This design comes from an exercise in tuning for small area, a short achievable clock period and few clock cycles on the open sky130 flow, not from production work.
Function was checked by simulation only, so behaviour that the tests miss may differ from the original.
No activity file was given, so power comes from the tool's default toggle rates.

==> flow/design.v, too long to show whole: its modules and the start of the top module <==
// module d_BCH_KES_top: 1162 lines
module d_BCH_KES_top
(
    input  wire         i_clk,
    input  wire         i_RESET,
    input  wire         i_stop_dec,
    input  wire [3:0]   i_channel_sel,
    input  wire         i_execute_kes,
    input  wire         i_data_fowarding,
    input  wire         i_buf_available,
    input  wire         i_chunk_number,
    input  wire         i_buf_sequence_end,
    output reg          o_kes_sequence_end,
    output wire         o_kes_fail,
    output wire         o_kes_available,
    output wire [3:0]   o_channel_sel,
    output wire         o_chunk_number,
    output wire         o_buf_sequence_end,
    output wire [3:0]   o_error_count,
    input  wire [323:0] i_syndromes,
    output wire [11:0]  o_v_2i_000,
    output wire [11:0]  o_v_2i_001,
    output wire [11:0]  o_v_2i_002,
    output wire [11:0]  o_v_2i_003,
    output wire [11:0]  o_v_2i_004,
    output wire [11:0]  o_v_2i_005,
    output wire [11:0]  o_v_2i_006,
    output wire [11:0]  o_v_2i_007,
    output wire [11:0]  o_v_2i_008,
    output wire [11:0]  o_v_2i_009,
    output wire [11:0]  o_v_2i_010,
    output wire [11:0]  o_v_2i_011,
    output wire [11:0]  o_v_2i_012,
    output wire [11:0]  o_v_2i_013,
    output wire [11:0]  o_v_2i_014
);
  // ...
==> flow/flow/run.sh <==
#!/bin/bash
# Layout flow: the standard ORFS flow (standard.sh, unchanged synthesis), with plain
# buf_2 cells as the port buffers instead of the default delay buffers.
set -euo pipefail
cd "$(dirname "$0")/.."
bash standard.sh "BUFFER_PORTS_ARGS=-buffer_cell sky130_fd_sc_hd__buf_2" finish > run_standard.log 2>&1
==> flow/standard.sh <==
#!/bin/bash
# synth_recipe.tcl (not shown) runs the flow's synth.tcl, then flattens the netlist and writes it again
# the make line also repeats each setting of config.mk as NAME=value (left out here)
make -C /OpenROAD-flow-scripts/flow DESIGN_CONFIG=/design/flow/config.mk WORK_HOME=/design/flow/orfs CLKGATE_MAP_FILE= SYNTH_SCRIPT=/design/flow/synth_recipe.tcl "${@:-finish}"
==> flow/config.mk <==
export PLATFORM = sky130hd
export DESIGN_NAME = d_BCH_KES_top
export DESIGN_NICKNAME = d_BCH_KES_top
export VERILOG_FILES = /design/flow/design.v
export SDC_FILE = /design/flow/constraint.sdc
export NUM_CORES = 4
export LEC_CHECK = 0
export ABC_CLOCK_PERIOD_IN_PS = 3000
export CAP_MARGIN = 20
export CORE_MARGIN = 2
export CORE_UTILIZATION = 30
export PLACE_DENSITY = 0.5
export SETUP_SLACK_MARGIN = 5
export SLEW_MARGIN = 20
==> flow/constraint.sdc <==
create_clock -name core_clock -period 8.5 [get_ports {i_clk}]
set_input_delay 1.7000 -clock core_clock [delete_from_list [all_inputs] [get_ports {i_clk}]]
set_output_delay 1.7000 -clock core_clock [all_outputs]
set_load 0.01 [all_outputs]
==> out/metrics.yaml, run 1 <==
status:
  status: "no timing/DRC/antenna violations"
detailed_routing:
  drt_iter0_markers: 15200
  wl_met2_mm: 287
critical_path:
  reg2reg_slack_ps: 4650
  slowest_stage: "xnor3_2"
  r2r-end: "b_d[7]$_DFF_P_"
  crit_required_ps: 9300
  cp-end-kind: "register"
sta:
  rsz0062_at_grt: "true"
  fin_skew_ps: 103
  setup_slack_ps: 4650
  tns_ps: 0
  layout_min_cycle_time_ps: 3850
logic_synthesis:
  synth_mux_area_frac: 0.0458
  syn-num-nets: 15600
  synth-seq-cells: 1671
  yosysMostFrequentCell: "nand2_1"
  synthSimpleGateAreaFrac: 0.183
  synth_top_area_frac: 0.308
  synth_area_leaders: "xnor2_1, dfxtp_1, nand2_1"
  synth_top_family_by_area: "XOR/XNOR gates"
power:
  p_seq_w: 0.00959
cells_and_area:
  regArea_um2: 35800
  n_all_inverters: 42
  final_common_cell: "nand2_1"
  finalNonFillerCells: 21400
  buf_share: 0.104
  most-common-layout-cells: "nand2_1, xnor2_1, xor2_1, dfxtp_1, buf_4"
  multi_input_area_um2: 88400
min_path:
  whs_endpoint: "a_t[18][6]$_DFF_P_"
global_routing:
  grt_use_met2: 0.457
  antenna_found_initial: 72
place:
  dp_hpwl_mm: 467
  place_area_um2: 133000
clock_tree:
  clock_path_buffers: 4
  clkLatencyLatePin_ps: 970
Testbench counts, summed over its fixed seeds: cycles 16,656.
==> run 2, diff against run 1 <==
--- a/flow/design.v
+++ b/flow/design.v
@@ -43,3 +43,3 @@
     reg  [11:0] a_k [1:14];
-    reg  [11:0] a_t [0:26];
+    reg  [11:0] a_t [0:25];
     reg         b_val, b_fwd, b_yng, b_cd, b_cbd;
@@ -52,3 +52,3 @@
     reg  [11:0] b_k [1:14];
-    reg  [11:0] b_t [0:26];
+    reg  [11:0] b_t [0:25];
     reg         r_pend, r_fail;
@@ -100,45 +100,45 @@
     wire [5:0] w_avs0 = a_v[0][5:0] ^ a_v[0][11:6];
-    wire [11:0] w_w0 = a_t[0] & {12{r_g}};
+    wire [11:0] w_w0 = a_t[25] & {12{r_g}};
     wire [5:0] w_ats0 = w_w0[5:0] ^ w_w0[11:6];
     wire [5:0] w_avs1 = a_v[1][5:0] ^ a_v[1][11:6];
-    wire [11:0] w_w1 = a_t[26] & {12{r_g}};
+    wire [11:0] w_w1 = a_t[24] & {12{r_g}};
     wire [5:0] w_ats1 = w_w1[5:0] ^ w_w1[11:6];
     wire [5:0] w_avs2 = a_v[2][5:0] ^ a_v[2][11:6];
-    wire [11:0] w_w2 = a_t[25] & {12{r_g}};
+    wire [11:0] w_w2 = a_t[23] & {12{r_g}};
     wire [5:0] w_ats2 = w_w2[5:0] ^ w_w2[11:6];
     wire [5:0] w_avs3 = a_v[3][5:0] ^ a_v[3][11:6];
-    wire [11:0] w_w3 = a_t[24] & {12{r_g}};
+    wire [11:0] w_w3 = a_t[22] & {12{r_g}};
     wire [5:0] w_ats3 = w_w3[5:0] ^ w_w3[11:6];
     wire [5:0] w_avs4 = a_v[4][5:0] ^ a_v[4][11:6];
-    wire [11:0] w_w4 = a_t[23] & {12{r_g}};
+    wire [11:0] w_w4 = a_t[21] & {12{r_g}};
     wire [5:0] w_ats4 = w_w4[5:0] ^ w_w4[11:6];
     wire [5:0] w_avs5 = a_v[5][5:0] ^ a_v[5][11:6];
-    wire [11:0] w_w5 = a_t[22] & {12{r_g}};
+    wire [11:0] w_w5 = a_t[20] & {12{r_g}};
     wire [5:0] w_ats5 = w_w5[5:0] ^ w_w5[11:6];
     wire [5:0] w_avs6 = a_v[6][5:0] ^ a_v[6][11:6];
-    wire [11:0] w_w6 = a_t[21] & {12{r_g}};
+    wire [11:0] w_w6 = a_t[19] & {12{r_g}};
     wire [5:0] w_ats6 = w_w6[5:0] ^ w_w6[11:6];
     wire [5:0] w_avs7 = a_v[7][5:0] ^ a_v[7][11:6];
-    wire [11:0] w_w7 = a_t[20] & {12{r_g}};
+    wire [11:0] w_w7 = a_t[18] & {12{r_g}};
     wire [5:0] w_ats7 = w_w7[5:0] ^ w_w7[11:6];
     wire [5:0] w_avs8 = a_v[8][5:0] ^ a_v[8][11:6];
-    wire [11:0] w_w8 = a_t[19] & {12{r_g}};
+    wire [11:0] w_w8 = a_t[17] & {12{r_g}};
     wire [5:0] w_ats8 = w_w8[5:0] ^ w_w8[11:6];
     wire [5:0] w_avs9 = a_v[9][5:0] ^ a_v[9][11:6];
-    wire [11:0] w_w9 = a_t[18] & {12{r_g}};
+    wire [11:0] w_w9 = a_t[16] & {12{r_g}};
     wire [5:0] w_ats9 = w_w9[5:0] ^ w_w9[11:6];
     wire [5:0] w_avs10 = a_v[10][5:0] ^ a_v[10][11:6];
-    wire [11:0] w_w10 = a_t[17] & {12{r_g}};
+    wire [11:0] w_w10 = a_t[15] & {12{r_g}};
     wire [5:0] w_ats10 = w_w10[5:0] ^ w_w10[11:6];
     wire [5:0] w_avs11 = a_v[11][5:0] ^ a_v[11][11:6];
-    wire [11:0] w_w11 = a_t[16] & {12{r_g}};
+    wire [11:0] w_w11 = a_t[14] & {12{r_g}};
     wire [5:0] w_ats11 = w_w11[5:0] ^ w_w11[11:6];
     wire [5:0] w_avs12 = a_v[12][5:0] ^ a_v[12][11:6];
-    wire [11:0] w_w12 = a_t[15] & {12{r_g}};
+    wire [11:0] w_w12 = a_t[13] & {12{r_g}};
     wire [5:0] w_ats12 = w_w12[5:0] ^ w_w12[11:6];
     wire [5:0] w_avs13 = a_v[13][5:0] ^ a_v[13][11:6];
-    wire [11:0] w_w13 = a_t[14] & {12{r_g}};
+    wire [11:0] w_w13 = a_t[12] & {12{r_g}};
     wire [5:0] w_ats13 = w_w13[5:0] ^ w_w13[11:6];
     wire [5:0] w_avs14 = a_v[14][5:0] ^ a_v[14][11:6];
-    wire [11:0] w_w14 = a_t[13] & {12{r_g}};
+    wire [11:0] w_w14 = a_t[11] & {12{r_g}};
     wire [5:0] w_ats14 = w_w14[5:0] ^ w_w14[11:6];
@@ -1093,3 +1093,3 @@
         for (i = 1; i < 15; i = i + 1) a_k[i] <= w_nk[i];
-        for (i = 0; i < 27; i = i + 1) a_t[i] <= b_t[(i + 2) % 27];
+        for (i = 0; i < 26; i = i + 1) a_t[i] <= b_t[(i + 2) % 26];
         if (w_free) begin
@@ -1112,3 +1112,3 @@
             for (i = 3; i < 15; i = i + 1) b_k[i] <= 12'd0;
-            for (i = 0; i < 27; i = i + 1) b_t[i] <= i_syndromes[323 - 12*((i + 2) % 27) -: 12];
+            for (i = 0; i < 26; i = i + 1) b_t[i] <= i_syndromes[323 - 12*((i + 2) % 26 + 1) -: 12];
         end else begin
@@ -1127,3 +1127,3 @@
             for (i = 1; i < 15; i = i + 1) b_k[i] <= a_k[i];
-            for (i = 0; i < 27; i = i + 1) b_t[i] <= a_t[i];
+            for (i = 0; i < 26; i = i + 1) b_t[i] <= a_t[i];
         end
==> out/metrics.yaml, run 2 <==
status:
  status: "no timing/DRC/antenna violations"  # unchanged
critical_path:
  crit_family: "XOR/XNOR gates"  # unchanged
  worstRegToRegCells: 13  # was 16
  max_stage_delay_ps: 490  # was 530 ps
  reg2reg_slack_ps: 4710  # was 4650 ps
  cp_max_fo: 7  # was 4
  cp-end-kind: "register"  # unchanged
  path_common_cell: "xnor2_1"
  crit_required_ps: 9280  # was 9300 ps
  rr_startpoint: "a_v[0][3]$_DFF_P_"  # was a_v[5][3]$_DFF_P_
  crit_end: "b_ds[2]$_DFF_P_"  # was b_d[7]$_DFF_P_
  startpoint: "a_v[0][3]$_DFF_P_"  # was a_v[5][3]$_DFF_P_
  worst-setup-path-type: "register to register"  # unchanged
  worst-path-stages: 13  # was 16
  crit_chain: "buf_4 -> nand2_1 -> xor2_1 -> xnor2_1 -> xnor2_1 -> xnor2_2 -> xnor2_1 -> xnor3_2 -> nand2_4 -> xor2_4 -> buf_4 -> xnor3_2 -> xor2_1"  # was buf_12 -> xor2_4 -> buf_4 -> nand3_4 -> xor2_2 -> xnor2_2 -> xnor2_2 -> xnor2_2 -> xnor3_2 -> xnor2_4 -> buf_6 -> buf_6 -> buf_6 -> xor2_4 -> xnor3_1 -> xnor2_1
  r2r-end: "b_ds[2]$_DFF_P_"  # was b_d[7]$_DFF_P_
  startpoint_type: "register"  # unchanged
  cp_num_buf_inv: 2  # was 5
  slowest_stage: "xnor3_2"  # unchanged
  arrival_ps: 4570  # was 4650 ps
sta:
  hold_ws_ps: 300  # was 269 ps
  layout_min_cycle_time_ps: 3790  # was 3850 ps
  hold_violations: 0  # unchanged
  finalMaxSlewViolations: 0  # unchanged
  period_share: 0.446  # was 0.453
  fin_skew_ps: 77.9  # was 103 ps
  relSlewSlack: 0.270  # was 0.273
  tns_ps: 0  # unchanged
  rsz0062_at_grt: "true"  # unchanged
  worst_pin_slew_ps: 1100  # was 1080 ps
  max_freq_mhz: 264  # was 260 MHz
  finalSetupViolCount: 0  # unchanged
place:
  io_buffers: 528  # unchanged
  gp_congestion: 1.06  # about the same
  place_area_um2: 132000  # was 133000 µm²
  dp_hpwl_mm: 452  # was 467 mm
detailed_routing:
  drt_pass1_iterations: 7  # was 9
  finalWirelength_mm: 665  # was 688 mm
  viasPerCell: 5.08  # was 5.14
  ant_nets: 0  # unchanged
  dr_total_vias: 108000  # was 110k
  drt_iter0_markers: 14900  # was 15.2k
  wl_per_cell_um: 31.4  # was 32.1 µm
  drc: 0  # unchanged
floorplanning:
  dieArea_um2: 417000  # was 422000 µm²
  io-pin-count: 529  # unchanged
  core_um2: 410000  # was 414000 µm²
  initial_core_util: 0.301  # was 0.302
  die_h_um: 645  # was 649 µm
  die_w_um: 645  # was 649 µm
  rows: 235  # was 236
global_routing:
  grt_pass1_vias: 100000  # was 102k
  grt_overflow: 0  # unchanged
  grt_usage: 0.305  # was 0.310
  grt_max_degree: 155  # was 159
  grt_pass1_wl_mm: 881  # was 908 mm
  antenna_found_initial: 99  # was 72
logic_synthesis:
  synth_top_area_frac: 0.310  # was 0.308
  synth-seq-area-share: 0.283  # about the same
  netlist_area_um2: 123000  # was 125000 µm²
  ys_top_cells_by_count: "nand2_1, xnor2_1, xor2_1"  # was nand2_1, xnor2_1, dfxtp_1
  syn_inst: 15200  # about the same
  async_flop_share: 0  # unchanged
  synth.avg_cell_area_um2: 8.14  # was 8.20 µm²
  yosys_warnings: 8  # unchanged
  yosysUniqueCellTypes: 53  # was 51
  synth.largest_area_cell: "xnor2_1"  # unchanged
  synth_ff_type: "dfxtp_1"  # unchanged
  synth_edf_count: 191  # unchanged
  syn-num-nets: 15500  # was 15.6k
  synth-seq-cells: 1647  # was 1671
  yosysMostFrequentCell: "nand2_1"  # unchanged
  synth_area_leaders: "xnor2_1, dfxtp_1, nand2_1"  # unchanged
power:
  clockPowerShare: 0.277  # was 0.267
  power_density_nw_per_um2: 207  # about the same
  cellInternalPower_w: 0.0181  # was 0.0184 W
  pwr-share-comb: 0.416  # was 0.431
  switching_share: 0.419  # was 0.420
  pwr-share-seq: 0.307  # was 0.302
  vdd_drop_max_uv: 317  # was 274 µV
  finalPower_w: 0.0312  # was 0.0318 W
  power.switching_w: 0.0131  # was 0.0133 W
  p_leak_nw: 50.6  # was 52.1 nW
clock_tree:
  clkLatencyLatePin_ps: 970  # about the same
  ctsHtreeMaxLevel: 4  # unchanged
  cts_tree: "yes"  # unchanged
  clock_path_buffers: 4  # unchanged
  cts_inserted_buffers: 185  # was 186
  root_buffer: "clkbuf_16"  # unchanged
  path_clk_slew_ps: 70  # about the same
  ctsHoldBuffers: 0  # unchanged
  cts_sinks: 1647  # was 1671
cells_and_area:
  final_util: 0.369  # was 0.371
  n_fill_cell: 41700  # was 42.2k
  most-common-layout-cells: "nand2_1, xnor2_1, xor2_1, dfxtp_1, buf_2"  # was nand2_1, xnor2_1, xor2_1, dfxtp_1, buf_4
  drive_above_1_share: 0.192  # was 0.200
  fin_nets: 15900  # was 16.1k
  area_delta_synth_final_pct: 22.3  # was 23.0%
  largestRegisters: "a_t x312, b_t x312"  # was a_t x324, b_t x324
  final_common_cell: "nand2_1"  # unchanged
  finalInstanceArea_um2: 151000  # was 154000 µm²
flow_run:
  maxCapViolCount: 0  # unchanged
min_path:
  min_path_type: "register to register"  # unchanged
[run 2: cell count changes in the layout (fill, tap and decap cells not counted), sizes merged, moves of 18 or more]
cell	previous run	this run
nand3	523	416
dfxtp	1480	1456
buf	1590	1431
xor2	1549	1572
clkbuf	266	245
nand2	4576	4679
and2	14	43
clkinv	38	56
xnor2	4393	4373
[run 2: cells by family (layout without fill, tap and decap cells)]
family	after synthesis	in the layout	share of synthesized area
xor gates and xnor gates	5994	5994	0.436
adders and majority gates	14	14	0.00142
and+or+nand+nor	5620	5621	0.185
AOI/OAI and AO/OA	86	86	0.00433
buffers and inverters	1314	1826	0.0447
muxes	496	496	0.0452
other	0	51	0
DFF	1647	1647	0.283
[run 2: power by group through the flow]
stage / combinational [W] / sequential (W) / clock (W)
after floorplan: 0.00602 / 0.00881 / 0
after global placement: 0.0105 / 0.00974 / 0
after detailed placement: 0.0105 / 0.00974 / 0
after CTS: 0.0119 / 0.00960 / 0.00874
after global routing: 0.0129 / 0.00955 / 0.00905
final: 0.0130 / 0.00956 / 0.00864
[run 2: worst min-delay path by stage]
stage,end,cells past startpoint,startpoint
finish,a_t[11][2]$_DFF_P_,0,b_t[13][2]$_DFF_P_
global route,a_t[11][7]$_DFF_P_,0,b_t[13][7]$_DFF_P_
CTS,a_t[11][2]$_DFF_P_,0,b_t[13][2]$_DFF_P_
detailed placement,a_t[13][7]$_DFF_P_,0,b_t[15][7]$_DFF_P_
global placement,a_t[15][6]$_DFF_P_,0,b_t[17][6]$_DFF_P_
floorplan,a_dp[0]$_DFF_P_,0,b_deg[0]$_DFF_P_
[run 2: worst register-to-register path: stages (launching register included)]
cell	delay (ps)
dfxtp_2	440
buf_4	340
nand2_1	140
xor2_1	160
xnor2_1	250
xnor2_1	170
xnor2_2	330
xnor2_1	190
xnor3_2	490
nand2_4	150
xor2_4	280
buf_4	180
xnor3_2	360
xor2_1	160
[run 2: metrics by stage]
stage,setup slack [ps],std cells
detailed placement,3500,20300
global route,4650,21100
floorplan,4390,15200
global placement,3410,20300
finish,4710,21200
CTS,4810,21000
[run 2: layout make-up]
type	count	area, µm²	share of cell area
tap	5451	6820	0.0452
multi-input combinational	12200	87800	0.582
antenna	51	128	0.000845
sequential	1647	35300	0.234
inverter	40	154	0.00102
clock buffer	237	5180	0.0343
clock inverter	104	1280	0.00850
timing repair buffer	1445	14300	0.0944
[run 2: what timing repair did]
item | 4_1_cts | 5_1_grt
hold endpoints to repair | 0 | 0
setup buffers | 337 | 111
gates resized for setup | 1181 | 272
pin swaps | 223 | 83
setup endpoints to repair | 265 | 81
cloned | 23 | 8
[run 2: routing by layer]
| metal | vias up | global-route usage | share of wire |
|---|---|---|---|
| met2 | 6880 | 0.456 | 0.42 |
| met4 | 50 | 0.202 | 0.082 |
| met5 | - | 0.00833 | 0.0012 |
| met1 | 52100 | 0.386 | 0.40 |
| met3 | 1964 | 0.0751 | 0.10 |
| li1 | 46700 | - | - |
Testbench counts of run 2, summed over its fixed seeds: cycles 16,656.

what the ideal ports hide:
The results above use ideal ports. As a check the final layouts listed here were re-extracted and re-timed, cells and wires unchanged. Step 1 sets driving cells, clkbuf_16 on the clock port and buf_2 on the other inputs (assumed; they add their load-dependent delay and slew). Step 2, shift: input delay + t, output delay - t, t = (earliest + latest rising clock arrival at the registers) / 2. This alone moves slack from input paths to output paths. Three values: ideal, step 1, step 2; two values: the first two.
| run | t, ns | setup WS [ns] | hold slack, ns | clock arrival spread, ns | worst data-port slew with drivers (ns) |
|---|---|---|---|---|---|
| run 1 | 1.038 | 4.653 / 4.653 / 3.855 | 0.269 / 0.269 / 0.269 | 0.108 / 0.109 | 0.17 |
| run 2 | 1.048 | 4.710 / 4.710 / 3.743 | 0.300 / 0.300 / 0.300 | 0.081 / 0.082 | 0.14 |
After both steps setup and hold are still met in every run listed. The setup slack of run 2, which loses most, moves by 0.000 ns with the drivers and by -0.967 ns with both steps.
